From an optimization exercise on the open Yosys and OpenROAD flow, aimed at small area and a short achievable clock period; shortcuts taken in it are not production practice.
Function was checked by simulation only, so behaviour that the tests miss may differ from the original.
No activity file was given, so power comes from the tool's default toggle rates.

**flow/flow/run.sh**
```bash
#!/bin/bash
# The standard layout (standard.sh), with two changes to how it is made:
# - ports are buffered with buf_1 instead of the default delay buffer;
# - repair_timing aims for 6.6 ns of setup slack instead of 0.
set -euo pipefail
export SETUP_SLACK_MARGIN=6.6
export BUFFER_PORTS_ARGS="-buffer_cell sky130_fd_sc_hd__buf_1"
bash standard.sh > standard.log 2>&1
```
**flow/standard.sh**
```bash
#!/bin/bash
# synth_recipe.tcl (not shown) runs the flow's synth.tcl, then flattens the netlist and writes it again
# the make line also repeats each setting of config.mk as NAME=value (left out here)
make -C /OpenROAD-flow-scripts/flow DESIGN_CONFIG=/design/flow/config.mk WORK_HOME=/design/flow/orfs CLKGATE_MAP_FILE= SYNTH_SCRIPT=/design/flow/synth_recipe.tcl "${@:-finish}"
```
**flow/config.mk**
```make
export PLATFORM = sky130hd
export DESIGN_NAME = fir_3tap
export DESIGN_NICKNAME = fir_3tap
export VERILOG_FILES = /design/flow/design.v
export SDC_FILE = /design/flow/constraint.sdc
export NUM_CORES = 4
export LEC_CHECK = 0
export CAP_MARGIN = 20
export CORE_MARGIN = 2
export CORE_UTILIZATION = 65
export CTS_BUF_LIST = sky130_fd_sc_hd__clkbuf_8
export SLEW_MARGIN = 20
export SYNTH_HIERARCHICAL = 1
export SYNTH_MINIMUM_KEEP_SIZE = 0
```
**flow/constraint.sdc**
```tcl
create_clock -name core_clock -period 12.5 [get_ports {clk}]
set_input_delay 2.5000 -clock core_clock [delete_from_list [all_inputs] [get_ports {clk}]]
set_output_delay 2.5000 -clock core_clock [all_outputs]
set_load 0.01 [all_outputs]
```
**flow/design.v**
```verilog
module full_adder(output sum,
                  output carry_out,
                  input x,
                  input y,
                  input carry_in);
assign sum = x ^ y ^ carry_in;
assign carry_out = (x & y) | (x & carry_in) | (y & carry_in);
endmodule
module g_and2(output y, input a, input b);
assign y = a & b;
endmodule
module g_aoi21(output y, input a, input b, input c);
assign y = ~((a & b) | c);
endmodule
module g_inv(output y, input a);
assign y = ~a;
endmodule
module g_nand2(output y, input a, input b);
assign y = ~(a & b);
endmodule
module g_nor2(output y, input a, input b);
assign y = ~(a | b);
endmodule
module g_oai21(output y, input a, input b, input c);
assign y = ~((a | b) & c);
endmodule
module g_or2(output y, input a, input b);
assign y = a | b;
endmodule
module g_xnor2(output y, input a, input b);
assign y = ~(a ^ b);
endmodule
module g_xor2(output y, input a, input b);
assign y = a ^ b;
endmodule
module half_adder_n(output sum_n,
                    output carry_n,
                    input a_n,
                    input b_n);
xnor_n xs(sum_n, a_n, b_n);
or_n oc(carry_n, a_n, b_n);
endmodule
module xnor_n(output y, input a, input b);
assign y = ~(a ^ b);
endmodule
module or_n(output y, input a, input b);
assign y = a | b;
endmodule
module fir_3tap (input clk,
                 input [7:0] Xin,
                 input [7:0] H0,
                 input [7:0] H1,
                 input [7:0] H2,
                 output reg [15:0] Yout);
reg [15:0] Q1n, Q2n;
wire t2_p0_0 = ~(Xin[0] & H2[0]);
wire t2_p0_1 = ~(Xin[0] & H2[1]);
wire t2_p0_2 = ~(Xin[0] & H2[2]);
wire t2_p0_3 = ~(Xin[0] & H2[3]);
wire t2_p0_4 = ~(Xin[0] & H2[4]);
wire t2_p0_5 = ~(Xin[0] & H2[5]);
wire t2_p0_6 = ~(Xin[0] & H2[6]);
wire t2_p0_7 = ~(Xin[0] & H2[7]);
wire t2_p1_0 = ~(Xin[1] & H2[0]);
wire t2_p1_1 = ~(Xin[1] & H2[1]);
wire t2_p1_2 = ~(Xin[1] & H2[2]);
wire t2_p1_3 = ~(Xin[1] & H2[3]);
wire t2_p1_4 = ~(Xin[1] & H2[4]);
wire t2_p1_5 = ~(Xin[1] & H2[5]);
wire t2_p1_6 = ~(Xin[1] & H2[6]);
wire t2_p1_7 = ~(Xin[1] & H2[7]);
wire t2_p2_0 = ~(Xin[2] & H2[0]);
wire t2_p2_1 = ~(Xin[2] & H2[1]);
wire t2_p2_2 = ~(Xin[2] & H2[2]);
wire t2_p2_3 = ~(Xin[2] & H2[3]);
wire t2_p2_4 = ~(Xin[2] & H2[4]);
wire t2_p2_5 = ~(Xin[2] & H2[5]);
wire t2_p2_6 = ~(Xin[2] & H2[6]);
wire t2_p2_7 = ~(Xin[2] & H2[7]);
wire t2_p3_0 = ~(Xin[3] & H2[0]);
wire t2_p3_1 = ~(Xin[3] & H2[1]);
wire t2_p3_2 = ~(Xin[3] & H2[2]);
wire t2_p3_3 = ~(Xin[3] & H2[3]);
wire t2_p3_4 = ~(Xin[3] & H2[4]);
wire t2_p3_5 = ~(Xin[3] & H2[5]);
wire t2_p3_6 = ~(Xin[3] & H2[6]);
wire t2_p3_7 = ~(Xin[3] & H2[7]);
wire t2_p4_0 = ~(Xin[4] & H2[0]);
wire t2_p4_1 = ~(Xin[4] & H2[1]);
wire t2_p4_2 = ~(Xin[4] & H2[2]);
wire t2_p4_3 = ~(Xin[4] & H2[3]);
wire t2_p4_4 = ~(Xin[4] & H2[4]);
wire t2_p4_5 = ~(Xin[4] & H2[5]);
wire t2_p4_6 = ~(Xin[4] & H2[6]);
wire t2_p4_7 = ~(Xin[4] & H2[7]);
wire t2_p5_0 = ~(Xin[5] & H2[0]);
wire t2_p5_1 = ~(Xin[5] & H2[1]);
wire t2_p5_2 = ~(Xin[5] & H2[2]);
wire t2_p5_3 = ~(Xin[5] & H2[3]);
wire t2_p5_4 = ~(Xin[5] & H2[4]);
wire t2_p5_5 = ~(Xin[5] & H2[5]);
wire t2_p5_6 = ~(Xin[5] & H2[6]);
wire t2_p5_7 = ~(Xin[5] & H2[7]);
wire t2_p6_0 = ~(Xin[6] & H2[0]);
wire t2_p6_1 = ~(Xin[6] & H2[1]);
wire t2_p6_2 = ~(Xin[6] & H2[2]);
wire t2_p6_3 = ~(Xin[6] & H2[3]);
wire t2_p6_4 = ~(Xin[6] & H2[4]);
wire t2_p6_5 = ~(Xin[6] & H2[5]);
wire t2_p6_6 = ~(Xin[6] & H2[6]);
wire t2_p6_7 = ~(Xin[6] & H2[7]);
wire t2_p7_0 = ~(Xin[7] & H2[0]);
wire t2_p7_1 = ~(Xin[7] & H2[1]);
wire t2_p7_2 = ~(Xin[7] & H2[2]);
wire t2_p7_3 = ~(Xin[7] & H2[3]);
wire t2_p7_4 = ~(Xin[7] & H2[4]);
wire t2_p7_5 = ~(Xin[7] & H2[5]);
wire t2_p7_6 = ~(Xin[7] & H2[6]);
wire t2_p7_7 = ~(Xin[7] & H2[7]);
wire t2_s0, t2_c0;
half_adder_n t2_ha1 (t2_s0, t2_c0, t2_p0_6, t2_p1_5);
wire t2_s1, t2_c1;
full_adder t2_fa2 (t2_s1, t2_c1, t2_p0_7, t2_p1_6, t2_p2_5);
wire t2_s2, t2_c2;
half_adder_n t2_ha3 (t2_s2, t2_c2, t2_p3_4, t2_p4_3);
wire t2_s3, t2_c3;
full_adder t2_fa4 (t2_s3, t2_c3, t2_p1_7, t2_p2_6, t2_p3_5);
wire t2_s4, t2_c4;
half_adder_n t2_ha5 (t2_s4, t2_c4, t2_p4_4, t2_p5_3);
wire t2_s5, t2_c5;
full_adder t2_fa6 (t2_s5, t2_c5, t2_p2_7, t2_p3_6, t2_p4_5);
wire t2_s6, t2_c6;
half_adder_n t2_ha7 (t2_s6, t2_c6, t2_p0_4, t2_p1_3);
wire t2_s7, t2_c7;
full_adder t2_fa8 (t2_s7, t2_c7, t2_p0_5, t2_p1_4, t2_p2_3);
wire t2_s8, t2_c8;
half_adder_n t2_ha9 (t2_s8, t2_c8, t2_p3_2, t2_p4_1);
wire t2_s9, t2_c9;
full_adder t2_fa10 (t2_s9, t2_c9, t2_p2_4, t2_p3_3, t2_p4_2);
wire t2_s10, t2_c10;
full_adder t2_fa11 (t2_s10, t2_c10, t2_p5_1, t2_p6_0, t2_s0);
wire t2_s11, t2_c11;
full_adder t2_fa12 (t2_s11, t2_c11, t2_p5_2, t2_p6_1, t2_p7_0);
wire t2_s12, t2_c12;
full_adder t2_fa13 (t2_s12, t2_c12, t2_c0, t2_s2, t2_s1);
wire t2_s13, t2_c13;
full_adder t2_fa14 (t2_s13, t2_c13, t2_p6_2, t2_p7_1, t2_c2);
wire t2_s14, t2_c14;
full_adder t2_fa15 (t2_s14, t2_c14, t2_s4, t2_c1, t2_s3);
wire t2_s15, t2_c15;
full_adder t2_fa16 (t2_s15, t2_c15, t2_p5_4, t2_p6_3, t2_p7_2);
wire t2_s16, t2_c16;
full_adder t2_fa17 (t2_s16, t2_c16, t2_c4, t2_c3, t2_s5);
wire t2_s17, t2_c17;
full_adder t2_fa18 (t2_s17, t2_c17, t2_p3_7, t2_p4_6, t2_p5_5);
wire t2_s18, t2_c18;
full_adder t2_fa19 (t2_s18, t2_c18, t2_p6_4, t2_p7_3, t2_c5);
wire t2_s19, t2_c19;
full_adder t2_fa20 (t2_s19, t2_c19, t2_p4_7, t2_p5_6, t2_p6_5);
wire t2_s20, t2_c20;
half_adder_n t2_ha21 (t2_s20, t2_c20, t2_p0_3, t2_p1_2);
wire t2_s21, t2_c21;
full_adder t2_fa22 (t2_s21, t2_c21, t2_p2_2, t2_p3_1, t2_p4_0);
wire t2_s22, t2_c22;
full_adder t2_fa23 (t2_s22, t2_c22, t2_p5_0, t2_c6, t2_s8);
wire t2_s23, t2_c23;
full_adder t2_fa24 (t2_s23, t2_c23, t2_c8, t2_c7, t2_s9);
wire t2_s24, t2_c24;
full_adder t2_fa25 (t2_s24, t2_c24, t2_c9, t2_s11, t2_c10);
wire t2_s25, t2_c25;
full_adder t2_fa26 (t2_s25, t2_c25, t2_c11, t2_s13, t2_c12);
wire t2_s26, t2_c26;
full_adder t2_fa27 (t2_s26, t2_c26, t2_s15, t2_c13, t2_c14);
wire t2_s27, t2_c27;
full_adder t2_fa28 (t2_s27, t2_c27, t2_c15, t2_s17, t2_c16);
wire t2_s28, t2_c28;
full_adder t2_fa29 (t2_s28, t2_c28, t2_p7_4, t2_c17, t2_s19);
wire t2_s29, t2_c29;
full_adder t2_fa30 (t2_s29, t2_c29, t2_p5_7, t2_p6_6, t2_p7_5);
wire t2_s30, t2_c30;
half_adder_n t2_ha31 (t2_s30, t2_c30, t2_p0_2, t2_p1_1);
wire t2_s31, t2_c31;
full_adder t2_fa32 (t2_s31, t2_c31, t2_p2_1, t2_p3_0, t2_s20);
wire t2_s32, t2_c32;
full_adder t2_fa33 (t2_s32, t2_c32, t2_c20, t2_s6, t2_s21);
wire t2_s33, t2_c33;
full_adder t2_fa34 (t2_s33, t2_c33, t2_c21, t2_s7, t2_s22);
wire t2_s34, t2_c34;
full_adder t2_fa35 (t2_s34, t2_c34, t2_c22, t2_s10, t2_s23);
wire t2_s35, t2_c35;
full_adder t2_fa36 (t2_s35, t2_c35, t2_c23, t2_s12, t2_s24);
wire t2_s36, t2_c36;
full_adder t2_fa37 (t2_s36, t2_c36, t2_s14, t2_c24, t2_s25);
wire t2_s37, t2_c37;
full_adder t2_fa38 (t2_s37, t2_c37, t2_s16, t2_c25, t2_s26);
wire t2_s38, t2_c38;
full_adder t2_fa39 (t2_s38, t2_c38, t2_s18, t2_c26, t2_s27);
wire t2_s39, t2_c39;
full_adder t2_fa40 (t2_s39, t2_c39, t2_c18, t2_s28, t2_c27);
wire t2_s40, t2_c40;
full_adder t2_fa41 (t2_s40, t2_c40, t2_c19, t2_s29, t2_c28);
wire t2_s41, t2_c41;
full_adder t2_fa42 (t2_s41, t2_c41, t2_p6_7, t2_p7_6, t2_c29);
wire n1;
g_xnor2 u1 (n1, t2_p0_1, t2_p1_0);
wire n2;
g_or2 u2 (n2, t2_p0_1, t2_p1_0);
wire t2_rs2, t2_rc2;
full_adder t2_rfa2 (t2_rs2, t2_rc2, t2_s30, t2_p2_0, n2);
wire t2_rs3, t2_rc3;
full_adder t2_rfa3 (t2_rs3, t2_rc3, t2_c30, t2_s31, t2_rc2);
wire n3;
g_or2 u3 (n3, t2_c31, t2_s32);
wire n4;
g_and2 u4 (n4, t2_c31, t2_s32);
wire n5;
g_aoi21 u5 (n5, n3, t2_rc3, n4);
wire n6;
g_nor2 u6 (n6, t2_c32, t2_s33);
wire n7;
g_nand2 u7 (n7, t2_c32, t2_s33);
wire n8;
g_oai21 u8 (n8, n6, n5, n7);
wire n9;
g_or2 u9 (n9, t2_c33, t2_s34);
wire n10;
g_and2 u10 (n10, t2_c33, t2_s34);
wire n11;
g_aoi21 u11 (n11, n9, n8, n10);
wire n12;
g_nor2 u12 (n12, t2_c34, t2_s35);
wire n13;
g_nand2 u13 (n13, t2_c34, t2_s35);
wire n14;
g_oai21 u14 (n14, n12, n11, n13);
wire n15;
g_nor2 u15 (n15, t2_c36, t2_s37);
wire n16;
g_nand2 u16 (n16, t2_c35, t2_s36);
wire n17;
g_nand2 u17 (n17, t2_c36, t2_s37);
wire n18;
g_oai21 u18 (n18, n15, n16, n17);
wire n19;
g_nor2 u19 (n19, t2_c35, t2_s36);
wire n20;
g_nor2 u20 (n20, n15, n19);
wire n21;
g_nor2 u21 (n21, t2_c38, t2_s39);
wire n22;
g_nand2 u22 (n22, t2_c37, t2_s38);
wire n23;
g_nand2 u23 (n23, t2_c38, t2_s39);
wire n24;
g_oai21 u24 (n24, n21, n22, n23);
wire n25;
g_nor2 u25 (n25, t2_c37, t2_s38);
wire n26;
g_nor2 u26 (n26, n21, n25);
wire n27;
g_nor2 u27 (n27, t2_c40, t2_s41);
wire n28;
g_nand2 u28 (n28, t2_c39, t2_s40);
wire n29;
g_nand2 u29 (n29, t2_c40, t2_s41);
wire n30;
g_oai21 u30 (n30, n27, n28, n29);
wire n31;
g_nor2 u31 (n31, t2_c39, t2_s40);
wire n32;
g_nor2 u32 (n32, n27, n31);
wire n33;
g_aoi21 u33 (n33, n20, n14, n18);
wire n34;
g_or2 u34 (n34, t2_c34, t2_s35);
wire n35;
g_nand2 u35 (n35, n20, n34);
wire n36;
g_aoi21 u36 (n36, n32, n24, n30);
wire n37;
g_nand2 u37 (n37, n32, n26);
wire n38;
g_oai21 u38 (n38, n37, n33, n36);
wire n39;
g_nor2 u39 (n39, n37, n35);
wire n40;
g_inv u40 (n40, n26);
wire n41;
g_inv u41 (n41, n24);
wire n42;
g_oai21 u42 (n42, n40, n33, n41);
wire n43;
g_inv u43 (n43, n26);
wire n44;
g_nor2 u44 (n44, n43, n35);
wire n45;
g_or2 u45 (n45, t2_c35, t2_s36);
wire n46;
g_and2 u46 (n46, t2_c35, t2_s36);
wire n47;
g_aoi21 u47 (n47, n45, n14, n46);
wire n48;
g_nand2 u48 (n48, n45, n34);
wire n49;
g_oai21 u49 (n49, n25, n33, n22);
wire n50;
g_nor2 u50 (n50, n25, n35);
wire n51;
g_or2 u51 (n51, t2_c39, t2_s40);
wire n52;
g_and2 u52 (n52, t2_c39, t2_s40);
wire n53;
g_aoi21 u53 (n53, n51, n42, n52);
wire n54;
g_nand2 u54 (n54, n51, n44);
wire n55;
g_or2 u55 (n55, t2_c41, t2_p7_7);
wire n56;
g_and2 u56 (n56, t2_c41, t2_p7_7);
wire n57;
g_aoi21 u57 (n57, n55, n38, n56);
wire n58;
g_nand2 u58 (n58, n55, n39);
wire n59;
g_xor2 u59 (n59, t2_c31, t2_s32);
wire n60;
g_xor2 u60 (n60, n59, t2_rc3);
wire n61;
g_xor2 u61 (n61, t2_c32, t2_s33);
wire n62;
g_xnor2 u62 (n62, n61, n5);
wire n63;
g_xor2 u63 (n63, t2_c33, t2_s34);
wire n64;
g_xor2 u64 (n64, n63, n8);
wire n65;
g_xor2 u65 (n65, t2_c34, t2_s35);
wire n66;
g_xnor2 u66 (n66, n65, n11);
wire n67;
g_xor2 u67 (n67, t2_c35, t2_s36);
wire n68;
g_xor2 u68 (n68, n67, n14);
wire n69;
g_xor2 u69 (n69, t2_c36, t2_s37);
wire n70;
g_xnor2 u70 (n70, n69, n47);
wire n71;
g_xor2 u71 (n71, t2_c37, t2_s38);
wire n72;
g_xnor2 u72 (n72, n71, n33);
wire n73;
g_xor2 u73 (n73, t2_c38, t2_s39);
wire n74;
g_xor2 u74 (n74, n73, n49);
wire n75;
g_xor2 u75 (n75, t2_c39, t2_s40);
wire n76;
g_xor2 u76 (n76, n75, n42);
wire n77;
g_xor2 u77 (n77, t2_c40, t2_s41);
wire n78;
g_xnor2 u78 (n78, n77, n53);
wire n79;
g_xor2 u79 (n79, t2_c41, t2_p7_7);
wire n80;
g_xor2 u80 (n80, n79, n38);
wire n81;
g_inv u81 (n81, n57);
wire [15:0] t2_sn = {n81, n80, n78, n76, n74, n72, n70, n68, n66, n64, n62, n60, t2_rs3, t2_rs2, n1, t2_p0_0};
wire t1_p0_0 = ~(Xin[0] & H1[0]);
wire t1_p0_1 = ~(Xin[0] & H1[1]);
wire t1_p0_2 = ~(Xin[0] & H1[2]);
wire t1_p0_3 = ~(Xin[0] & H1[3]);
wire t1_p0_4 = ~(Xin[0] & H1[4]);
wire t1_p0_5 = ~(Xin[0] & H1[5]);
wire t1_p0_6 = ~(Xin[0] & H1[6]);
wire t1_p0_7 = ~(Xin[0] & H1[7]);
wire t1_p1_0 = ~(Xin[1] & H1[0]);
wire t1_p1_1 = ~(Xin[1] & H1[1]);
wire t1_p1_2 = ~(Xin[1] & H1[2]);
wire t1_p1_3 = ~(Xin[1] & H1[3]);
wire t1_p1_4 = ~(Xin[1] & H1[4]);
wire t1_p1_5 = ~(Xin[1] & H1[5]);
wire t1_p1_6 = ~(Xin[1] & H1[6]);
wire t1_p1_7 = ~(Xin[1] & H1[7]);
wire t1_p2_0 = ~(Xin[2] & H1[0]);
wire t1_p2_1 = ~(Xin[2] & H1[1]);
wire t1_p2_2 = ~(Xin[2] & H1[2]);
wire t1_p2_3 = ~(Xin[2] & H1[3]);
wire t1_p2_4 = ~(Xin[2] & H1[4]);
wire t1_p2_5 = ~(Xin[2] & H1[5]);
wire t1_p2_6 = ~(Xin[2] & H1[6]);
wire t1_p2_7 = ~(Xin[2] & H1[7]);
wire t1_p3_0 = ~(Xin[3] & H1[0]);
wire t1_p3_1 = ~(Xin[3] & H1[1]);
wire t1_p3_2 = ~(Xin[3] & H1[2]);
wire t1_p3_3 = ~(Xin[3] & H1[3]);
wire t1_p3_4 = ~(Xin[3] & H1[4]);
wire t1_p3_5 = ~(Xin[3] & H1[5]);
wire t1_p3_6 = ~(Xin[3] & H1[6]);
wire t1_p3_7 = ~(Xin[3] & H1[7]);
wire t1_p4_0 = ~(Xin[4] & H1[0]);
wire t1_p4_1 = ~(Xin[4] & H1[1]);
wire t1_p4_2 = ~(Xin[4] & H1[2]);
wire t1_p4_3 = ~(Xin[4] & H1[3]);
wire t1_p4_4 = ~(Xin[4] & H1[4]);
wire t1_p4_5 = ~(Xin[4] & H1[5]);
wire t1_p4_6 = ~(Xin[4] & H1[6]);
wire t1_p4_7 = ~(Xin[4] & H1[7]);
wire t1_p5_0 = ~(Xin[5] & H1[0]);
wire t1_p5_1 = ~(Xin[5] & H1[1]);
wire t1_p5_2 = ~(Xin[5] & H1[2]);
wire t1_p5_3 = ~(Xin[5] & H1[3]);
wire t1_p5_4 = ~(Xin[5] & H1[4]);
wire t1_p5_5 = ~(Xin[5] & H1[5]);
wire t1_p5_6 = ~(Xin[5] & H1[6]);
wire t1_p5_7 = ~(Xin[5] & H1[7]);
wire t1_p6_0 = ~(Xin[6] & H1[0]);
wire t1_p6_1 = ~(Xin[6] & H1[1]);
wire t1_p6_2 = ~(Xin[6] & H1[2]);
wire t1_p6_3 = ~(Xin[6] & H1[3]);
wire t1_p6_4 = ~(Xin[6] & H1[4]);
wire t1_p6_5 = ~(Xin[6] & H1[5]);
wire t1_p6_6 = ~(Xin[6] & H1[6]);
wire t1_p6_7 = ~(Xin[6] & H1[7]);
wire t1_p7_0 = ~(Xin[7] & H1[0]);
wire t1_p7_1 = ~(Xin[7] & H1[1]);
wire t1_p7_2 = ~(Xin[7] & H1[2]);
wire t1_p7_3 = ~(Xin[7] & H1[3]);
wire t1_p7_4 = ~(Xin[7] & H1[4]);
wire t1_p7_5 = ~(Xin[7] & H1[5]);
wire t1_p7_6 = ~(Xin[7] & H1[6]);
wire t1_p7_7 = ~(Xin[7] & H1[7]);
wire t1_s0, t1_c0;
half_adder_n t1_ha1 (t1_s0, t1_c0, Q1n[5], t1_p0_5);
wire t1_s1, t1_c1;
full_adder t1_fa2 (t1_s1, t1_c1, Q1n[6], t1_p0_6, t1_p1_5);
wire t1_s2, t1_c2;
half_adder_n t1_ha3 (t1_s2, t1_c2, t1_p2_4, t1_p3_3);
wire t1_s3, t1_c3;
full_adder t1_fa4 (t1_s3, t1_c3, Q1n[7], t1_p0_7, t1_p1_6);
wire t1_s4, t1_c4;
full_adder t1_fa5 (t1_s4, t1_c4, t1_p2_5, t1_p3_4, t1_p4_3);
wire t1_s5, t1_c5;
half_adder_n t1_ha6 (t1_s5, t1_c5, t1_p5_2, t1_p6_1);
wire t1_s6, t1_c6;
full_adder t1_fa7 (t1_s6, t1_c6, Q1n[8], t1_p1_7, t1_p2_6);
wire t1_s7, t1_c7;
full_adder t1_fa8 (t1_s7, t1_c7, t1_p3_5, t1_p4_4, t1_p5_3);
wire t1_s8, t1_c8;
half_adder_n t1_ha9 (t1_s8, t1_c8, t1_p6_2, t1_p7_1);
wire t1_s9, t1_c9;
full_adder t1_fa10 (t1_s9, t1_c9, Q1n[9], t1_p2_7, t1_p3_6);
wire t1_s10, t1_c10;
full_adder t1_fa11 (t1_s10, t1_c10, t1_p4_5, t1_p5_4, t1_p6_3);
wire t1_s11, t1_c11;
full_adder t1_fa12 (t1_s11, t1_c11, Q1n[10], t1_p3_7, t1_p4_6);
wire t1_s12, t1_c12;
half_adder_n t1_ha13 (t1_s12, t1_c12, Q1n[3], t1_p0_3);
wire t1_s13, t1_c13;
full_adder t1_fa14 (t1_s13, t1_c13, Q1n[4], t1_p0_4, t1_p1_3);
wire t1_s14, t1_c14;
half_adder_n t1_ha15 (t1_s14, t1_c14, t1_p2_2, t1_p3_1);
wire t1_s15, t1_c15;
full_adder t1_fa16 (t1_s15, t1_c15, t1_p1_4, t1_p2_3, t1_p3_2);
wire t1_s16, t1_c16;
full_adder t1_fa17 (t1_s16, t1_c16, t1_p4_1, t1_p5_0, t1_s0);
wire t1_s17, t1_c17;
full_adder t1_fa18 (t1_s17, t1_c17, t1_p4_2, t1_p5_1, t1_p6_0);
wire t1_s18, t1_c18;
full_adder t1_fa19 (t1_s18, t1_c18, t1_c0, t1_s2, t1_s1);
wire t1_s19, t1_c19;
full_adder t1_fa20 (t1_s19, t1_c19, t1_p7_0, t1_c2, t1_s5);
wire t1_s20, t1_c20;
full_adder t1_fa21 (t1_s20, t1_c20, t1_c1, t1_s3, t1_s4);
wire t1_s21, t1_c21;
full_adder t1_fa22 (t1_s21, t1_c21, t1_c5, t1_s8, t1_c3);
wire t1_s22, t1_c22;
full_adder t1_fa23 (t1_s22, t1_c22, t1_c4, t1_s6, t1_s7);
wire t1_s23, t1_c23;
full_adder t1_fa24 (t1_s23, t1_c23, t1_p7_2, t1_c8, t1_c6);
wire t1_s24, t1_c24;
full_adder t1_fa25 (t1_s24, t1_c24, t1_c7, t1_s10, t1_s9);
wire t1_s25, t1_c25;
full_adder t1_fa26 (t1_s25, t1_c25, t1_p5_5, t1_p6_4, t1_p7_3);
wire t1_s26, t1_c26;
full_adder t1_fa27 (t1_s26, t1_c26, t1_c10, t1_c9, t1_s11);
wire t1_s27, t1_c27;
full_adder t1_fa28 (t1_s27, t1_c27, Q1n[11], t1_p4_7, t1_p5_6);
wire t1_s28, t1_c28;
full_adder t1_fa29 (t1_s28, t1_c28, t1_p6_5, t1_p7_4, t1_c11);
wire t1_s29, t1_c29;
full_adder t1_fa30 (t1_s29, t1_c29, Q1n[12], t1_p5_7, t1_p6_6);
wire t1_s30, t1_c30;
half_adder_n t1_ha31 (t1_s30, t1_c30, Q1n[2], t1_p0_2);
wire t1_s31, t1_c31;
full_adder t1_fa32 (t1_s31, t1_c31, t1_p1_2, t1_p2_1, t1_p3_0);
wire t1_s32, t1_c32;
full_adder t1_fa33 (t1_s32, t1_c32, t1_p4_0, t1_c12, t1_s14);
wire t1_s33, t1_c33;
full_adder t1_fa34 (t1_s33, t1_c33, t1_c14, t1_c13, t1_s15);
wire t1_s34, t1_c34;
full_adder t1_fa35 (t1_s34, t1_c34, t1_c15, t1_s17, t1_c16);
wire t1_s35, t1_c35;
full_adder t1_fa36 (t1_s35, t1_c35, t1_c17, t1_s19, t1_c18);
wire t1_s36, t1_c36;
full_adder t1_fa37 (t1_s36, t1_c36, t1_c19, t1_c20, t1_s21);
wire t1_s37, t1_c37;
full_adder t1_fa38 (t1_s37, t1_c37, t1_c21, t1_c22, t1_s23);
wire t1_s38, t1_c38;
full_adder t1_fa39 (t1_s38, t1_c38, t1_s25, t1_c23, t1_c24);
wire t1_s39, t1_c39;
full_adder t1_fa40 (t1_s39, t1_c39, t1_c25, t1_s27, t1_c26);
wire t1_s40, t1_c40;
full_adder t1_fa41 (t1_s40, t1_c40, t1_p7_5, t1_c27, t1_s29);
wire t1_s41, t1_c41;
full_adder t1_fa42 (t1_s41, t1_c41, Q1n[13], t1_p6_7, t1_p7_6);
wire t1_s42, t1_c42;
half_adder_n t1_ha43 (t1_s42, t1_c42, Q1n[1], t1_p0_1);
wire t1_s43, t1_c43;
full_adder t1_fa44 (t1_s43, t1_c43, t1_p1_1, t1_p2_0, t1_s30);
wire t1_s44, t1_c44;
full_adder t1_fa45 (t1_s44, t1_c44, t1_c30, t1_s12, t1_s31);
wire t1_s45, t1_c45;
full_adder t1_fa46 (t1_s45, t1_c45, t1_c31, t1_s13, t1_s32);
wire t1_s46, t1_c46;
full_adder t1_fa47 (t1_s46, t1_c46, t1_c32, t1_s16, t1_s33);
wire t1_s47, t1_c47;
full_adder t1_fa48 (t1_s47, t1_c47, t1_c33, t1_s18, t1_s34);
wire t1_s48, t1_c48;
full_adder t1_fa49 (t1_s48, t1_c48, t1_s20, t1_c34, t1_s35);
wire t1_s49, t1_c49;
full_adder t1_fa50 (t1_s49, t1_c49, t1_s22, t1_c35, t1_s36);
wire t1_s50, t1_c50;
full_adder t1_fa51 (t1_s50, t1_c50, t1_s24, t1_c36, t1_s37);
wire t1_s51, t1_c51;
full_adder t1_fa52 (t1_s51, t1_c51, t1_s26, t1_c37, t1_s38);
wire t1_s52, t1_c52;
full_adder t1_fa53 (t1_s52, t1_c52, t1_s28, t1_c38, t1_s39);
wire t1_s53, t1_c53;
full_adder t1_fa54 (t1_s53, t1_c53, t1_c28, t1_s40, t1_c39);
wire t1_s54, t1_c54;
full_adder t1_fa55 (t1_s54, t1_c54, t1_c29, t1_s41, t1_c40);
wire t1_s55, t1_c55;
full_adder t1_fa56 (t1_s55, t1_c55, Q1n[14], t1_p7_7, t1_c41);
wire n82;
g_xnor2 u82 (n82, Q1n[0], t1_p0_0);
wire n83;
g_or2 u83 (n83, Q1n[0], t1_p0_0);
wire t1_rs1, t1_rc1;
full_adder t1_rfa1 (t1_rs1, t1_rc1, t1_s42, t1_p1_0, n83);
wire t1_rs2, t1_rc2;
full_adder t1_rfa2 (t1_rs2, t1_rc2, t1_c42, t1_s43, t1_rc1);
wire t1_rs3, t1_rc3;
full_adder t1_rfa3 (t1_rs3, t1_rc3, t1_c43, t1_s44, t1_rc2);
wire n84;
g_or2 u84 (n84, t1_c44, t1_s45);
wire n85;
g_and2 u85 (n85, t1_c44, t1_s45);
wire n86;
g_aoi21 u86 (n86, n84, t1_rc3, n85);
wire n87;
g_nor2 u87 (n87, t1_c45, t1_s46);
wire n88;
g_nand2 u88 (n88, t1_c45, t1_s46);
wire n89;
g_oai21 u89 (n89, n87, n86, n88);
wire n90;
g_or2 u90 (n90, t1_c46, t1_s47);
wire n91;
g_and2 u91 (n91, t1_c46, t1_s47);
wire n92;
g_aoi21 u92 (n92, n90, n89, n91);
wire n93;
g_nor2 u93 (n93, t1_c47, t1_s48);
wire n94;
g_nand2 u94 (n94, t1_c47, t1_s48);
wire n95;
g_oai21 u95 (n95, n93, n92, n94);
wire n96;
g_nor2 u96 (n96, t1_c49, t1_s50);
wire n97;
g_nand2 u97 (n97, t1_c48, t1_s49);
wire n98;
g_nand2 u98 (n98, t1_c49, t1_s50);
wire n99;
g_oai21 u99 (n99, n96, n97, n98);
wire n100;
g_nor2 u100 (n100, t1_c48, t1_s49);
wire n101;
g_nor2 u101 (n101, n96, n100);
wire n102;
g_nor2 u102 (n102, t1_c51, t1_s52);
wire n103;
g_nand2 u103 (n103, t1_c50, t1_s51);
wire n104;
g_nand2 u104 (n104, t1_c51, t1_s52);
wire n105;
g_oai21 u105 (n105, n102, n103, n104);
wire n106;
g_nor2 u106 (n106, t1_c50, t1_s51);
wire n107;
g_nor2 u107 (n107, n102, n106);
wire n108;
g_nor2 u108 (n108, t1_c53, t1_s54);
wire n109;
g_nand2 u109 (n109, t1_c52, t1_s53);
wire n110;
g_nand2 u110 (n110, t1_c53, t1_s54);
wire n111;
g_oai21 u111 (n111, n108, n109, n110);
wire n112;
g_nor2 u112 (n112, t1_c52, t1_s53);
wire n113;
g_nor2 u113 (n113, n108, n112);
wire n114;
g_aoi21 u114 (n114, n101, n95, n99);
wire n115;
g_or2 u115 (n115, t1_c47, t1_s48);
wire n116;
g_nand2 u116 (n116, n101, n115);
wire n117;
g_aoi21 u117 (n117, n113, n105, n111);
wire n118;
g_nand2 u118 (n118, n113, n107);
wire n119;
g_oai21 u119 (n119, n118, n114, n117);
wire n120;
g_nor2 u120 (n120, n118, n116);
wire n121;
g_inv u121 (n121, n107);
wire n122;
g_inv u122 (n122, n105);
wire n123;
g_oai21 u123 (n123, n121, n114, n122);
wire n124;
g_inv u124 (n124, n107);
wire n125;
g_nor2 u125 (n125, n124, n116);
wire n126;
g_or2 u126 (n126, t1_c48, t1_s49);
wire n127;
g_and2 u127 (n127, t1_c48, t1_s49);
wire n128;
g_aoi21 u128 (n128, n126, n95, n127);
wire n129;
g_nand2 u129 (n129, n126, n115);
wire n130;
g_oai21 u130 (n130, n106, n114, n103);
wire n131;
g_nor2 u131 (n131, n106, n116);
wire n132;
g_or2 u132 (n132, t1_c52, t1_s53);
wire n133;
g_and2 u133 (n133, t1_c52, t1_s53);
wire n134;
g_aoi21 u134 (n134, n132, n123, n133);
wire n135;
g_nand2 u135 (n135, n132, n125);
wire n136;
g_or2 u136 (n136, t1_c54, t1_s55);
wire n137;
g_and2 u137 (n137, t1_c54, t1_s55);
wire n138;
g_aoi21 u138 (n138, n136, n119, n137);
wire n139;
g_nand2 u139 (n139, n136, n120);
wire n140;
g_xor2 u140 (n140, t1_c44, t1_s45);
wire n141;
g_xor2 u141 (n141, n140, t1_rc3);
wire n142;
g_xor2 u142 (n142, t1_c45, t1_s46);
wire n143;
g_xnor2 u143 (n143, n142, n86);
wire n144;
g_xor2 u144 (n144, t1_c46, t1_s47);
wire n145;
g_xor2 u145 (n145, n144, n89);
wire n146;
g_xor2 u146 (n146, t1_c47, t1_s48);
wire n147;
g_xnor2 u147 (n147, n146, n92);
wire n148;
g_xor2 u148 (n148, t1_c48, t1_s49);
wire n149;
g_xor2 u149 (n149, n148, n95);
wire n150;
g_xor2 u150 (n150, t1_c49, t1_s50);
wire n151;
g_xnor2 u151 (n151, n150, n128);
wire n152;
g_xor2 u152 (n152, t1_c50, t1_s51);
wire n153;
g_xnor2 u153 (n153, n152, n114);
wire n154;
g_xor2 u154 (n154, t1_c51, t1_s52);
wire n155;
g_xor2 u155 (n155, n154, n130);
wire n156;
g_xor2 u156 (n156, t1_c52, t1_s53);
wire n157;
g_xor2 u157 (n157, n156, n123);
wire n158;
g_xor2 u158 (n158, t1_c53, t1_s54);
wire n159;
g_xnor2 u159 (n159, n158, n134);
wire n160;
g_xor2 u160 (n160, t1_c54, t1_s55);
wire n161;
g_xor2 u161 (n161, n160, n119);
wire n162;
g_xor2 u162 (n162, t1_c55, Q1n[15]);
wire n163;
g_xnor2 u163 (n163, n162, n138);
wire [15:0] t1_sn = {n163, n161, n159, n157, n155, n153, n151, n149, n147, n145, n143, n141, t1_rs3, t1_rs2, t1_rs1, n82};
wire t0_p0_0 = ~(Xin[0] & H0[0]);
wire t0_p0_1 = ~(Xin[0] & H0[1]);
wire t0_p0_2 = ~(Xin[0] & H0[2]);
wire t0_p0_3 = ~(Xin[0] & H0[3]);
wire t0_p0_4 = ~(Xin[0] & H0[4]);
wire t0_p0_5 = ~(Xin[0] & H0[5]);
wire t0_p0_6 = ~(Xin[0] & H0[6]);
wire t0_p0_7 = ~(Xin[0] & H0[7]);
wire t0_p1_0 = ~(Xin[1] & H0[0]);
wire t0_p1_1 = ~(Xin[1] & H0[1]);
wire t0_p1_2 = ~(Xin[1] & H0[2]);
wire t0_p1_3 = ~(Xin[1] & H0[3]);
wire t0_p1_4 = ~(Xin[1] & H0[4]);
wire t0_p1_5 = ~(Xin[1] & H0[5]);
wire t0_p1_6 = ~(Xin[1] & H0[6]);
wire t0_p1_7 = ~(Xin[1] & H0[7]);
wire t0_p2_0 = ~(Xin[2] & H0[0]);
wire t0_p2_1 = ~(Xin[2] & H0[1]);
wire t0_p2_2 = ~(Xin[2] & H0[2]);
wire t0_p2_3 = ~(Xin[2] & H0[3]);
wire t0_p2_4 = ~(Xin[2] & H0[4]);
wire t0_p2_5 = ~(Xin[2] & H0[5]);
wire t0_p2_6 = ~(Xin[2] & H0[6]);
wire t0_p2_7 = ~(Xin[2] & H0[7]);
wire t0_p3_0 = ~(Xin[3] & H0[0]);
wire t0_p3_1 = ~(Xin[3] & H0[1]);
wire t0_p3_2 = ~(Xin[3] & H0[2]);
wire t0_p3_3 = ~(Xin[3] & H0[3]);
wire t0_p3_4 = ~(Xin[3] & H0[4]);
wire t0_p3_5 = ~(Xin[3] & H0[5]);
wire t0_p3_6 = ~(Xin[3] & H0[6]);
wire t0_p3_7 = ~(Xin[3] & H0[7]);
wire t0_p4_0 = ~(Xin[4] & H0[0]);
wire t0_p4_1 = ~(Xin[4] & H0[1]);
wire t0_p4_2 = ~(Xin[4] & H0[2]);
wire t0_p4_3 = ~(Xin[4] & H0[3]);
wire t0_p4_4 = ~(Xin[4] & H0[4]);
wire t0_p4_5 = ~(Xin[4] & H0[5]);
wire t0_p4_6 = ~(Xin[4] & H0[6]);
wire t0_p4_7 = ~(Xin[4] & H0[7]);
wire t0_p5_0 = ~(Xin[5] & H0[0]);
wire t0_p5_1 = ~(Xin[5] & H0[1]);
wire t0_p5_2 = ~(Xin[5] & H0[2]);
wire t0_p5_3 = ~(Xin[5] & H0[3]);
wire t0_p5_4 = ~(Xin[5] & H0[4]);
wire t0_p5_5 = ~(Xin[5] & H0[5]);
wire t0_p5_6 = ~(Xin[5] & H0[6]);
wire t0_p5_7 = ~(Xin[5] & H0[7]);
wire t0_p6_0 = ~(Xin[6] & H0[0]);
wire t0_p6_1 = ~(Xin[6] & H0[1]);
wire t0_p6_2 = ~(Xin[6] & H0[2]);
wire t0_p6_3 = ~(Xin[6] & H0[3]);
wire t0_p6_4 = ~(Xin[6] & H0[4]);
wire t0_p6_5 = ~(Xin[6] & H0[5]);
wire t0_p6_6 = ~(Xin[6] & H0[6]);
wire t0_p6_7 = ~(Xin[6] & H0[7]);
wire t0_p7_0 = ~(Xin[7] & H0[0]);
wire t0_p7_1 = ~(Xin[7] & H0[1]);
wire t0_p7_2 = ~(Xin[7] & H0[2]);
wire t0_p7_3 = ~(Xin[7] & H0[3]);
wire t0_p7_4 = ~(Xin[7] & H0[4]);
wire t0_p7_5 = ~(Xin[7] & H0[5]);
wire t0_p7_6 = ~(Xin[7] & H0[6]);
wire t0_p7_7 = ~(Xin[7] & H0[7]);
wire t0_s0, t0_c0;
half_adder_n t0_ha1 (t0_s0, t0_c0, Q2n[5], t0_p0_5);
wire t0_s1, t0_c1;
full_adder t0_fa2 (t0_s1, t0_c1, Q2n[6], t0_p0_6, t0_p1_5);
wire t0_s2, t0_c2;
half_adder_n t0_ha3 (t0_s2, t0_c2, t0_p2_4, t0_p3_3);
wire t0_s3, t0_c3;
full_adder t0_fa4 (t0_s3, t0_c3, Q2n[7], t0_p0_7, t0_p1_6);
wire t0_s4, t0_c4;
full_adder t0_fa5 (t0_s4, t0_c4, t0_p2_5, t0_p3_4, t0_p4_3);
wire t0_s5, t0_c5;
half_adder_n t0_ha6 (t0_s5, t0_c5, t0_p5_2, t0_p6_1);
wire t0_s6, t0_c6;
full_adder t0_fa7 (t0_s6, t0_c6, Q2n[8], t0_p1_7, t0_p2_6);
wire t0_s7, t0_c7;
full_adder t0_fa8 (t0_s7, t0_c7, t0_p3_5, t0_p4_4, t0_p5_3);
wire t0_s8, t0_c8;
half_adder_n t0_ha9 (t0_s8, t0_c8, t0_p6_2, t0_p7_1);
wire t0_s9, t0_c9;
full_adder t0_fa10 (t0_s9, t0_c9, Q2n[9], t0_p2_7, t0_p3_6);
wire t0_s10, t0_c10;
full_adder t0_fa11 (t0_s10, t0_c10, t0_p4_5, t0_p5_4, t0_p6_3);
wire t0_s11, t0_c11;
full_adder t0_fa12 (t0_s11, t0_c11, Q2n[10], t0_p3_7, t0_p4_6);
wire t0_s12, t0_c12;
half_adder_n t0_ha13 (t0_s12, t0_c12, Q2n[3], t0_p0_3);
wire t0_s13, t0_c13;
full_adder t0_fa14 (t0_s13, t0_c13, Q2n[4], t0_p0_4, t0_p1_3);
wire t0_s14, t0_c14;
half_adder_n t0_ha15 (t0_s14, t0_c14, t0_p2_2, t0_p3_1);
wire t0_s15, t0_c15;
full_adder t0_fa16 (t0_s15, t0_c15, t0_p1_4, t0_p2_3, t0_p3_2);
wire t0_s16, t0_c16;
full_adder t0_fa17 (t0_s16, t0_c16, t0_p4_1, t0_p5_0, t0_s0);
wire t0_s17, t0_c17;
full_adder t0_fa18 (t0_s17, t0_c17, t0_p4_2, t0_p5_1, t0_p6_0);
wire t0_s18, t0_c18;
full_adder t0_fa19 (t0_s18, t0_c18, t0_c0, t0_s2, t0_s1);
wire t0_s19, t0_c19;
full_adder t0_fa20 (t0_s19, t0_c19, t0_p7_0, t0_c2, t0_s5);
wire t0_s20, t0_c20;
full_adder t0_fa21 (t0_s20, t0_c20, t0_c1, t0_s3, t0_s4);
wire t0_s21, t0_c21;
full_adder t0_fa22 (t0_s21, t0_c21, t0_c5, t0_s8, t0_c3);
wire t0_s22, t0_c22;
full_adder t0_fa23 (t0_s22, t0_c22, t0_c4, t0_s6, t0_s7);
wire t0_s23, t0_c23;
full_adder t0_fa24 (t0_s23, t0_c23, t0_p7_2, t0_c8, t0_c6);
wire t0_s24, t0_c24;
full_adder t0_fa25 (t0_s24, t0_c24, t0_c7, t0_s10, t0_s9);
wire t0_s25, t0_c25;
full_adder t0_fa26 (t0_s25, t0_c25, t0_p5_5, t0_p6_4, t0_p7_3);
wire t0_s26, t0_c26;
full_adder t0_fa27 (t0_s26, t0_c26, t0_c10, t0_c9, t0_s11);
wire t0_s27, t0_c27;
full_adder t0_fa28 (t0_s27, t0_c27, Q2n[11], t0_p4_7, t0_p5_6);
wire t0_s28, t0_c28;
full_adder t0_fa29 (t0_s28, t0_c28, t0_p6_5, t0_p7_4, t0_c11);
wire t0_s29, t0_c29;
full_adder t0_fa30 (t0_s29, t0_c29, Q2n[12], t0_p5_7, t0_p6_6);
wire t0_s30, t0_c30;
half_adder_n t0_ha31 (t0_s30, t0_c30, Q2n[2], t0_p0_2);
wire t0_s31, t0_c31;
full_adder t0_fa32 (t0_s31, t0_c31, t0_p1_2, t0_p2_1, t0_p3_0);
wire t0_s32, t0_c32;
full_adder t0_fa33 (t0_s32, t0_c32, t0_p4_0, t0_c12, t0_s14);
wire t0_s33, t0_c33;
full_adder t0_fa34 (t0_s33, t0_c33, t0_c14, t0_c13, t0_s15);
wire t0_s34, t0_c34;
full_adder t0_fa35 (t0_s34, t0_c34, t0_c15, t0_s17, t0_c16);
wire t0_s35, t0_c35;
full_adder t0_fa36 (t0_s35, t0_c35, t0_c17, t0_s19, t0_c18);
wire t0_s36, t0_c36;
full_adder t0_fa37 (t0_s36, t0_c36, t0_c19, t0_c20, t0_s21);
wire t0_s37, t0_c37;
full_adder t0_fa38 (t0_s37, t0_c37, t0_c21, t0_c22, t0_s23);
wire t0_s38, t0_c38;
full_adder t0_fa39 (t0_s38, t0_c38, t0_s25, t0_c23, t0_c24);
wire t0_s39, t0_c39;
full_adder t0_fa40 (t0_s39, t0_c39, t0_c25, t0_s27, t0_c26);
wire t0_s40, t0_c40;
full_adder t0_fa41 (t0_s40, t0_c40, t0_p7_5, t0_c27, t0_s29);
wire t0_s41, t0_c41;
full_adder t0_fa42 (t0_s41, t0_c41, Q2n[13], t0_p6_7, t0_p7_6);
wire t0_s42, t0_c42;
half_adder_n t0_ha43 (t0_s42, t0_c42, Q2n[1], t0_p0_1);
wire t0_s43, t0_c43;
full_adder t0_fa44 (t0_s43, t0_c43, t0_p1_1, t0_p2_0, t0_s30);
wire t0_s44, t0_c44;
full_adder t0_fa45 (t0_s44, t0_c44, t0_c30, t0_s12, t0_s31);
wire t0_s45, t0_c45;
full_adder t0_fa46 (t0_s45, t0_c45, t0_c31, t0_s13, t0_s32);
wire t0_s46, t0_c46;
full_adder t0_fa47 (t0_s46, t0_c46, t0_c32, t0_s16, t0_s33);
wire t0_s47, t0_c47;
full_adder t0_fa48 (t0_s47, t0_c47, t0_c33, t0_s18, t0_s34);
wire t0_s48, t0_c48;
full_adder t0_fa49 (t0_s48, t0_c48, t0_s20, t0_c34, t0_s35);
wire t0_s49, t0_c49;
full_adder t0_fa50 (t0_s49, t0_c49, t0_s22, t0_c35, t0_s36);
wire t0_s50, t0_c50;
full_adder t0_fa51 (t0_s50, t0_c50, t0_s24, t0_c36, t0_s37);
wire t0_s51, t0_c51;
full_adder t0_fa52 (t0_s51, t0_c51, t0_s26, t0_c37, t0_s38);
wire t0_s52, t0_c52;
full_adder t0_fa53 (t0_s52, t0_c52, t0_s28, t0_c38, t0_s39);
wire t0_s53, t0_c53;
full_adder t0_fa54 (t0_s53, t0_c53, t0_c28, t0_s40, t0_c39);
wire t0_s54, t0_c54;
full_adder t0_fa55 (t0_s54, t0_c54, t0_c29, t0_s41, t0_c40);
wire t0_s55, t0_c55;
full_adder t0_fa56 (t0_s55, t0_c55, Q2n[14], t0_p7_7, t0_c41);
wire n164;
g_xnor2 u164 (n164, Q2n[0], t0_p0_0);
wire n165;
g_or2 u165 (n165, Q2n[0], t0_p0_0);
wire t0_rs1, t0_rc1;
full_adder t0_rfa1 (t0_rs1, t0_rc1, t0_s42, t0_p1_0, n165);
wire t0_rs2, t0_rc2;
full_adder t0_rfa2 (t0_rs2, t0_rc2, t0_c42, t0_s43, t0_rc1);
wire t0_rs3, t0_rc3;
full_adder t0_rfa3 (t0_rs3, t0_rc3, t0_c43, t0_s44, t0_rc2);
wire n166;
g_or2 u166 (n166, t0_c44, t0_s45);
wire n167;
g_and2 u167 (n167, t0_c44, t0_s45);
wire n168;
g_aoi21 u168 (n168, n166, t0_rc3, n167);
wire n169;
g_nor2 u169 (n169, t0_c45, t0_s46);
wire n170;
g_nand2 u170 (n170, t0_c45, t0_s46);
wire n171;
g_oai21 u171 (n171, n169, n168, n170);
wire n172;
g_or2 u172 (n172, t0_c46, t0_s47);
wire n173;
g_and2 u173 (n173, t0_c46, t0_s47);
wire n174;
g_aoi21 u174 (n174, n172, n171, n173);
wire n175;
g_nor2 u175 (n175, t0_c47, t0_s48);
wire n176;
g_nand2 u176 (n176, t0_c47, t0_s48);
wire n177;
g_oai21 u177 (n177, n175, n174, n176);
wire n178;
g_nor2 u178 (n178, t0_c49, t0_s50);
wire n179;
g_nand2 u179 (n179, t0_c48, t0_s49);
wire n180;
g_nand2 u180 (n180, t0_c49, t0_s50);
wire n181;
g_oai21 u181 (n181, n178, n179, n180);
wire n182;
g_nor2 u182 (n182, t0_c48, t0_s49);
wire n183;
g_nor2 u183 (n183, n178, n182);
wire n184;
g_nor2 u184 (n184, t0_c51, t0_s52);
wire n185;
g_nand2 u185 (n185, t0_c50, t0_s51);
wire n186;
g_nand2 u186 (n186, t0_c51, t0_s52);
wire n187;
g_oai21 u187 (n187, n184, n185, n186);
wire n188;
g_nor2 u188 (n188, t0_c50, t0_s51);
wire n189;
g_nor2 u189 (n189, n184, n188);
wire n190;
g_nor2 u190 (n190, t0_c53, t0_s54);
wire n191;
g_nand2 u191 (n191, t0_c52, t0_s53);
wire n192;
g_nand2 u192 (n192, t0_c53, t0_s54);
wire n193;
g_oai21 u193 (n193, n190, n191, n192);
wire n194;
g_nor2 u194 (n194, t0_c52, t0_s53);
wire n195;
g_nor2 u195 (n195, n190, n194);
wire n196;
g_aoi21 u196 (n196, n183, n177, n181);
wire n197;
g_or2 u197 (n197, t0_c47, t0_s48);
wire n198;
g_nand2 u198 (n198, n183, n197);
wire n199;
g_aoi21 u199 (n199, n195, n187, n193);
wire n200;
g_nand2 u200 (n200, n195, n189);
wire n201;
g_oai21 u201 (n201, n200, n196, n199);
wire n202;
g_nor2 u202 (n202, n200, n198);
wire n203;
g_inv u203 (n203, n189);
wire n204;
g_inv u204 (n204, n187);
wire n205;
g_oai21 u205 (n205, n203, n196, n204);
wire n206;
g_inv u206 (n206, n189);
wire n207;
g_nor2 u207 (n207, n206, n198);
wire n208;
g_or2 u208 (n208, t0_c48, t0_s49);
wire n209;
g_and2 u209 (n209, t0_c48, t0_s49);
wire n210;
g_aoi21 u210 (n210, n208, n177, n209);
wire n211;
g_nand2 u211 (n211, n208, n197);
wire n212;
g_oai21 u212 (n212, n188, n196, n185);
wire n213;
g_nor2 u213 (n213, n188, n198);
wire n214;
g_or2 u214 (n214, t0_c52, t0_s53);
wire n215;
g_and2 u215 (n215, t0_c52, t0_s53);
wire n216;
g_aoi21 u216 (n216, n214, n205, n215);
wire n217;
g_nand2 u217 (n217, n214, n207);
wire n218;
g_or2 u218 (n218, t0_c54, t0_s55);
wire n219;
g_and2 u219 (n219, t0_c54, t0_s55);
wire n220;
g_aoi21 u220 (n220, n218, n201, n219);
wire n221;
g_nand2 u221 (n221, n218, n202);
wire n222;
g_inv u222 (n222, n164);
wire n223;
g_inv u223 (n223, t0_rs1);
wire n224;
g_inv u224 (n224, t0_rs2);
wire n225;
g_inv u225 (n225, t0_rs3);
wire n226;
g_xor2 u226 (n226, t0_c44, t0_s45);
wire n227;
g_xnor2 u227 (n227, n226, t0_rc3);
wire n228;
g_xor2 u228 (n228, t0_c45, t0_s46);
wire n229;
g_xor2 u229 (n229, n228, n168);
wire n230;
g_xor2 u230 (n230, t0_c46, t0_s47);
wire n231;
g_xnor2 u231 (n231, n230, n171);
wire n232;
g_xor2 u232 (n232, t0_c47, t0_s48);
wire n233;
g_xor2 u233 (n233, n232, n174);
wire n234;
g_xor2 u234 (n234, t0_c48, t0_s49);
wire n235;
g_xnor2 u235 (n235, n234, n177);
wire n236;
g_xor2 u236 (n236, t0_c49, t0_s50);
wire n237;
g_xor2 u237 (n237, n236, n210);
wire n238;
g_xor2 u238 (n238, t0_c50, t0_s51);
wire n239;
g_xor2 u239 (n239, n238, n196);
wire n240;
g_xor2 u240 (n240, t0_c51, t0_s52);
wire n241;
g_xnor2 u241 (n241, n240, n212);
wire n242;
g_xor2 u242 (n242, t0_c52, t0_s53);
wire n243;
g_xnor2 u243 (n243, n242, n205);
wire n244;
g_xor2 u244 (n244, t0_c53, t0_s54);
wire n245;
g_xor2 u245 (n245, n244, n216);
wire n246;
g_xor2 u246 (n246, t0_c54, t0_s55);
wire n247;
g_xnor2 u247 (n247, n246, n201);
wire n248;
g_xor2 u248 (n248, t0_c55, Q2n[15]);
wire n249;
g_xor2 u249 (n249, n248, n220);
wire [15:0] t0_sn = {n249, n247, n245, n243, n241, n239, n237, n235, n233, n231, n229, n227, n225, n224, n223, n222};
always @(posedge clk) begin
  Q1n  <= t2_sn;
  Q2n  <= t1_sn;
  Yout <= t0_sn;
end
endmodule
```
==> impl_metrics.toml, run 1 <==
[run_status]
status = "no timing/DRC/antenna violations"

[setup_path]
worstRegToRegCells = 12
arrival_ns = 6.00
crit_required_ns = 12.74
start_kind = "input pin"
critPathKind = "in -> reg"
cp_max_fo = 24
cp-end-kind = "register"

[layout]
drive_gt1_frac = 0.0676
nets = 882
final_cell_area_um2 = 6770
antennaDiodeCount = 0
fin_util = 0.696
synthToLayoutAreaGrowth_pct = 4.08

[power_and_ir_drop]
power_density_nw_per_um2 = 275
p_leak_uw = 0.00242
max-vdd-ir-drop_mv = 0.280

[timing]
whs_ns = 0.455
finalHoldViolCount = 0
worst_pin_slew_ns = 0.493
fmax_mhz = 174
maxSlewViolCount = 0
fin_crit_sh = 0.461
fin_tns_setup_ns = 0
setup_viol = 0
min_period_ns = 5.76
rsz0062_at_grt = "true"
finalClockSkew_ns = 0.00924
relSlewSlack = 0.672

[drt]
vias_per_cell = 5.37
drc = 0
antenna_left = 0
drt-wirelength-per-cell_um = 14.6
drt-initial-drc-count = 252
vias = 4530
drt-total-wl_um = 12300
drtPass1Iterations = 6

[logic_synthesis]
async_flop_share = 0
yosys-top-cells-count = "nand2_1, fa_1, xor2_1, dfxtp_1, xnor2_1"
synthFlopType = "dfxtp_1"
synthTopCellsByArea = "fa_1, dfxtp_1, nand2_1"
syn_inst = 687
synth.yosys.warnings = 7
synthMostInstantiatedCell = "nand2_1"
syn_area_um2 = 6500
yosysTopAreaCell = "fa_1"
syn_area_per_cell_um2 = 9.47
yosys_register_bits = 48
seq_area_frac_synth = 0.148
syn-num-nets = 859
synth_edf_count = 0
ys_types = 14
synth_top_area_frac = 0.428

[floorplan]
ios = 49
row_count = 36
dieArea_um2 = 10800
die_w_um = 104
coreArea_um2 = 9730
start_util = 0.669
die_h_um = 104

[cts]
cts.htree.levels = 2
cts_inserted_buffers = 5
cts_tree = "yes"
clkLatencyLatePin_ns = 0.31
cts-root-buf = "clkbuf_8"
clock_sinks = 48
ctsLongestPathBuffers = 2
hold_buffers = 0
path_clk_slew_ns = 0.09

[global_route]
grt_pass1_vias = 4975
overflow = 0
grt_max_degree = 25
grt_use_total = 0.254
grt_first_pass_wirelength_um = 22400
antenna_found_initial = 0

[placement]
finalWeightedCongestion = 0.847
io_buffer_count = 48
dpl.hpwl_um = 9530
placed_area_um2 = 6630

[worst_hold_path]
min_path_type = "reg -> reg"
min_delay_path_depth = 1

[run]
cap_violations = 0
## registers in the layout, indices dropped and copies added, names as in the netlist
signal	count
Yout	16
Q1n	16
Q2n	16
## final cells by class
type                    instances  area (µm²)
clock buffers                   5        68.8
inverters                      11        41.3
repair buffers                 56         278
fillers                       843        2960
well taps                     133         166
clock inverters                 2        8.76
multi-input cells             588        5250
flip-flops and latches         48         961
## Yosys stat by module, one instance, submodules excluded, excerpt
module	flip-flops and latches	cell area [µm²]	times used
or_n	0	6.26	23
xnor_n	0	8.76	23
g_xnor2	0	8.76	20
full_adder	0	20.0	139
g_aoi21	0	8.76	21
g_nor2	0	3.75	33
g_xor2	0	8.76	53
fir_3tap	48	1960	1
g_nand2	0	3.75	27
g_or2	0	6.26	18
g_and2	0	6.26	15
g_inv	0	3.75	11
g_oai21	0	5.00	24
## power breakdown
part	internal (µW)	switching [µW]
Clock	37.4	51.7
Sequential	257	31.0
Combinational	691	794
## per-layer routing
| layer | part of all wire | vias up | GRT usage | routed length [µm] |
|---|---|---|---|---|
| li1 | - | 2107 | - | - |
| met1 | 0.42 | 2290 | 0.337 | 5210 |
| met2 | 0.51 | 113 | 0.445 | 6330 |
| met3 | 0.042 | 20 | 0.0226 | 519 |
| met4 | 0.020 | 0 | 0.0830 | 252 |
| met5 | 0 | - | 0 | 0 |
## worst paths after layout
check	from	endpoint	slack, ns
hold reg to reg	Q1n[0]	Q2n[0]	0.45
setup / recovery	Xin[0]	Yout[13]	6.74
setup reg to reg	Q2n[2]	Yout[13]	9.09
hold / removal	Q1n[0]	Q2n[0]	0.45
## cell families (layout without fill, tap and decap cells)
family | Yosys count | in the layout | synth area share
AOI/OAI and AO/OA | 45 | 45 | 0.0467
xor gates and xnor gates | 96 | 96 | 0.129
adders and majority gates | 139 | 139 | 0.428
buffers and inverters | 51 | 74 | 0.0492
DFF | 48 | 48 | 0.148
and+or+nand+nor | 308 | 308 | 0.199
## placed cells by master, fill, tap and decap left out, drive strengths merged
cell | synthesis | routed
nand2 | 219 | 219
fa | 139 | 139
xor2 | 53 | 53
dfxtp | 48 | 48
buf | 40 | 48
xnor2 | 43 | 43
or2 | 41 | 41
nor2 | 33 | 33
o21ai | 24 | 24
a21oi | 21 | 21
and2 | 15 | 15
clkbuf | 0 | 13
inv | 11 | 12
clkinv | 0 | 1
## per-stage QoR
step           power, µW  worst slack (ns)  cells
2_1_floorplan       1520              6.70    687
3_3_place_gp        1700              5.80    835
3_5_place_dp        1740              5.71    835
4_1_cts             1860              6.66    843
5_1_grt             2080              6.58    843
6_report            1860              6.74    843
## timing repair
action,CTS,global route
buffers inserted,1,0
gates resized for setup,7,17
pin swaps,1,0
setup endpoints to repair,21,11
hold endpoints to repair,0,0
## worst max-delay path, cell delays in order
cell and delay, ns:
buf_1 0.10, buf_8 0.20, nand2_1 0.14, xnor2_2 0.22, fa_1 0.50, fa_1 0.50
fa_1 0.47, a21oi_2 0.19, o21ai_1 0.13, a21oi_2 0.20, o21ai_2 0.12, a21oi_2 0.24
o21ai_1 0.15, a21oi_2 0.16, xor2_1 0.15
==> run 2: changes to the inputs <==
==> flow/flow/run.sh (replaced) <==
#!/bin/bash
# The standard layout (standard.sh), with two changes to how it is made:
# - ports are buffered with buf_1 instead of the default delay buffer;
# - repair_timing aims for 6.8 ns of setup slack instead of 0.
set -euo pipefail
export SETUP_SLACK_MARGIN=6.8
export BUFFER_PORTS_ARGS="-buffer_cell sky130_fd_sc_hd__buf_1"
bash standard.sh > standard.log 2>&1
--- a/flow/config.mk
+++ b/flow/config.mk
@@ -13,2 +13,3 @@
 export SYNTH_HIERARCHICAL = 1
 export SYNTH_MINIMUM_KEEP_SIZE = 0
+export TNS_END_PERCENT = 20
==> impl_metrics.toml, run 2 <==
[cts]
cts_tree = "yes"
ctsLongestPathBuffers = 2
clkLatencyLatePin_ns = 0.31
path_clk_slew_ns = 0.10
clock_sinks = 48
cts.htree.levels = 2
cts-root-buf = "clkbuf_8"
cts_inserted_buffers = 5

[global_route]
grt_use_total = 0.252
grt_max_degree = 25
grt_pass1_vias = 4831
grt_first_pass_wirelength_um = 22000
overflow = 0
antenna_found_initial = 0

[worst_hold_path]
min_path_type = "reg -> reg"

[drt]
drt-wirelength-per-cell_um = 14.9
drt-total-wl_um = 12600
antenna_left = 0
vias = 4562
drt-initial-drc-count = 217
vias_per_cell = 5.38
drc = 0
drtPass1Iterations = 5

[logic_synthesis]
syn-num-nets = 859
yosys_register_bits = 48
synth_edf_count = 0
synth_top_area_frac = 0.428
seq_area_frac_synth = 0.148
yosysTopAreaCell = "fa_1"
synthTopCellsByArea = "fa_1, dfxtp_1, nand2_1"
syn_area_per_cell_um2 = 9.47
ys_types = 14
syn_area_um2 = 6500
async_flop_share = 0
yosys-top-cells-count = "nand2_1, fa_1, xor2_1, dfxtp_1, xnor2_1"
synth.yosys.warnings = 7
synthMostInstantiatedCell = "nand2_1"
syn_inst = 687
synthFlopType = "dfxtp_1"

[layout]
nFillCells = 753
nets = 886
top_regs = "Q1n x16, Q2n x16, Yout x16"
drive_gt1_frac = 0.112
most-common-layout-cells = "nand2_1, fa_1, xor2_1, dfxtp_1"
final_cell_area_um2 = 6970
final_common_cell = "nand2_1"
synthToLayoutAreaGrowth_pct = 7.12
fin_util = 0.716
layoutNonFillerInstCount = 848
antennaDiodeCount = 0

[run_status]
status = "no timing/DRC/antenna violations"

[setup_path]
worstRegToRegCells = 10
crit_start = "Xin[2]"
arrival_ns = 5.85
r2r_slack_ns = 9.24
crit_required_ns = 12.75
r2r_start = "Q1n[7]"
start_kind = "input pin"
cp-end-kind = "register"
r2r-end = "Q2n[13]"
critPathKind = "in -> reg"
cp_max_fo = 15
cp-endpoint = "Q2n[13]"

[timing]
fin_crit_sh = 0.447
relSlewSlack = 0.704
finalClockSkew_ns = 0.0105
fmax_mhz = 179
setup_viol = 0
worst_pin_slew_ns = 0.445
fin_tns_setup_ns = 0
min_period_ns = 5.59
maxSlewViolCount = 0
finalHoldViolCount = 0
rsz0062_at_grt = "false"
whs_ns = 0.456

[floorplan]
die_h_um = 104
start_util = 0.669
row_count = 36
die_w_um = 104
ios = 49
coreArea_um2 = 9730
dieArea_um2 = 10800

[power_and_ir_drop]
p_leak_uw = 0.00251
power_density_nw_per_um2 = 291
max-vdd-ir-drop_mv = 0.262

[run]
cap_violations = 0

[placement]
dpl.hpwl_um = 9680
dp_cells = 836
io_buffer_count = 48
finalWeightedCongestion = 0.823
placed_area_um2 = 6640
## run 2: cell counts after synthesis
No cell type changed its count.
## run 2: cell families (layout without fill, tap and decap cells)
group,Yosys count,after routing,synth area share
buffers and inverters,51,79,0.0492
and+or+nand+nor,308,308,0.199
AOI/OAI and AO/OA,45,45,0.0467
DFF,48,48,0.148
adders and majority gates,139,139,0.428
xor gates and xnor gates,96,96,0.129
## run 2: through the flow
stage	total power, µW	setup slack (ns)
floorplan	1530	6.79
global placement	1700	5.92
detailed placement	1760	6.19
CTS	1910	6.80
global route	2250	6.76
finish	2030	6.91
## run 2: worst min path at each step
stage | startpoint | endpoint | slack (ns) | cells after the start
6_report | Q1n[0] | Q2n[0] | 0.46 | 1
5_1_grt | Q1n[0] | Q2n[0] | 0.48 | 1
4_1_cts | Q1n[0] | Q2n[0] | 0.47 | 1
3_5_place_dp | Q1n[0] | Q2n[0] | 0.46 | 1
3_3_place_gp | Q1n[0] | Q2n[0] | 0.43 | 1
2_1_floorplan | Q1n[0] | Q2n[0] | 0.42 | 1
## run 2: layout make-up
cell class	count	area (µm²)	area share
Multi-Input combinational cell	588	5330	0.765
Sequential cell	48	961	0.138
Inverter	11	41.3	0.00593
Clock buffer	5	68.8	0.00988
Timing Repair Buffer	60	362	0.0519
Tap cell	133	166	0.0239
Clock inverter	3	38.8	0.00557
## run 2: where the power goes
group	leakage (µW)	internal [µW]	switching, µW
Combinational	0.00205	754	874
Sequential	0.000405	257	30.5
Clock	0.0000593	58.7	56.2
## run 2: per-module statistics from Yosys, one instance, submodules excluded, a selection
| module | cells inside | flops+latches | area [µm²] | times used |
|---|---|---|---|---|
| g_inv | 1 | 0 | 3.75 | 11 |
| or_n | 1 | 0 | 6.26 | 23 |
| g_xnor2 | 1 | 0 | 8.76 | 20 |
| xnor_n | 1 | 0 | 8.76 | 23 |
| g_and2 | 1 | 0 | 6.26 | 15 |
| g_nor2 | 1 | 0 | 3.75 | 33 |
| full_adder | 1 | 0 | 20.0 | 139 |
| g_aoi21 | 1 | 0 | 8.76 | 21 |
| fir_3tap | 280 | 48 | 1960 | 1 |
| g_nand2 | 1 | 0 | 3.75 | 27 |
| g_or2 | 1 | 0 | 6.26 | 18 |
| g_xor2 | 1 | 0 | 8.76 | 53 |
| g_oai21 | 1 | 0 | 5.00 | 24 |
## run 2: repair_timing
item                                    4_1_cts  5_1_grt
setup buffers                                 2        2
endpoints found under the setup margin       11       16
pin swaps                                     2        8
gates resized for setup                       7       51
hold buffers                                  0        0
## run 2: layer usage
metal,global-route usage,share of wire
met1,0.340,0.42
met2,0.435,0.51
met3,0.0338,0.049
met4,0.0637,0.018
met5,0,0
## run 2: critical path, stage by stage
cell	delay [ns]
clkbuf_4	0.20
buf_8	0.19
nand2_1	0.09
fa_1	0.51
fa_1	0.46
fa_1	0.56
fa_1	0.47
nor2_2	0.17
nor2_2	0.07
a21oi_4	0.24
o21ai_2	0.12
a21oi_2	0.15
xnor2_1	0.12

==> what the ideal ports hide <==
The results above use ideal ports. As a check the final layouts listed here were re-extracted and re-timed, cells and wires unchanged.
Step 1 (the two cells are an assumption about what drives the block):
set clk [get_ports {clk}]
set_driving_cell -lib_cell sky130_fd_sc_hd__clkbuf_16 $clk
set_driving_cell -lib_cell sky130_fd_sc_hd__buf_2 [delete_from_list [all_inputs] $clk]
Step 2 adds t to the input delays and takes it off the output delays; t is the mean of the earliest and latest rising clock arrival at the registers after step 1. Input paths then give back, and output paths get back, about the clock's delay inside the block.
Slacks: ideal / step 1 / step 2; pairs: ideal / step 1.
run | shift t [ns] | slack for setup (ns) | clock arrival spread, ns | slew at the worst register clock pin (ns) | pins driven straight from the clock port
run 1 | 0.337 | 6.742 / 6.753 / 6.417 | 0.010 / 0.011 | 0.09 / 0.09 | 1
run 2 | 0.342 | 6.906 / 6.916 / 6.574 | 0.011 / 0.011 | 0.10 / 0.10 | 1
After both steps every run listed still meets setup and hold. The setup slack of run 2, which loses most, moves by +0.010 ns with the drivers and by -0.332 ns with both steps.
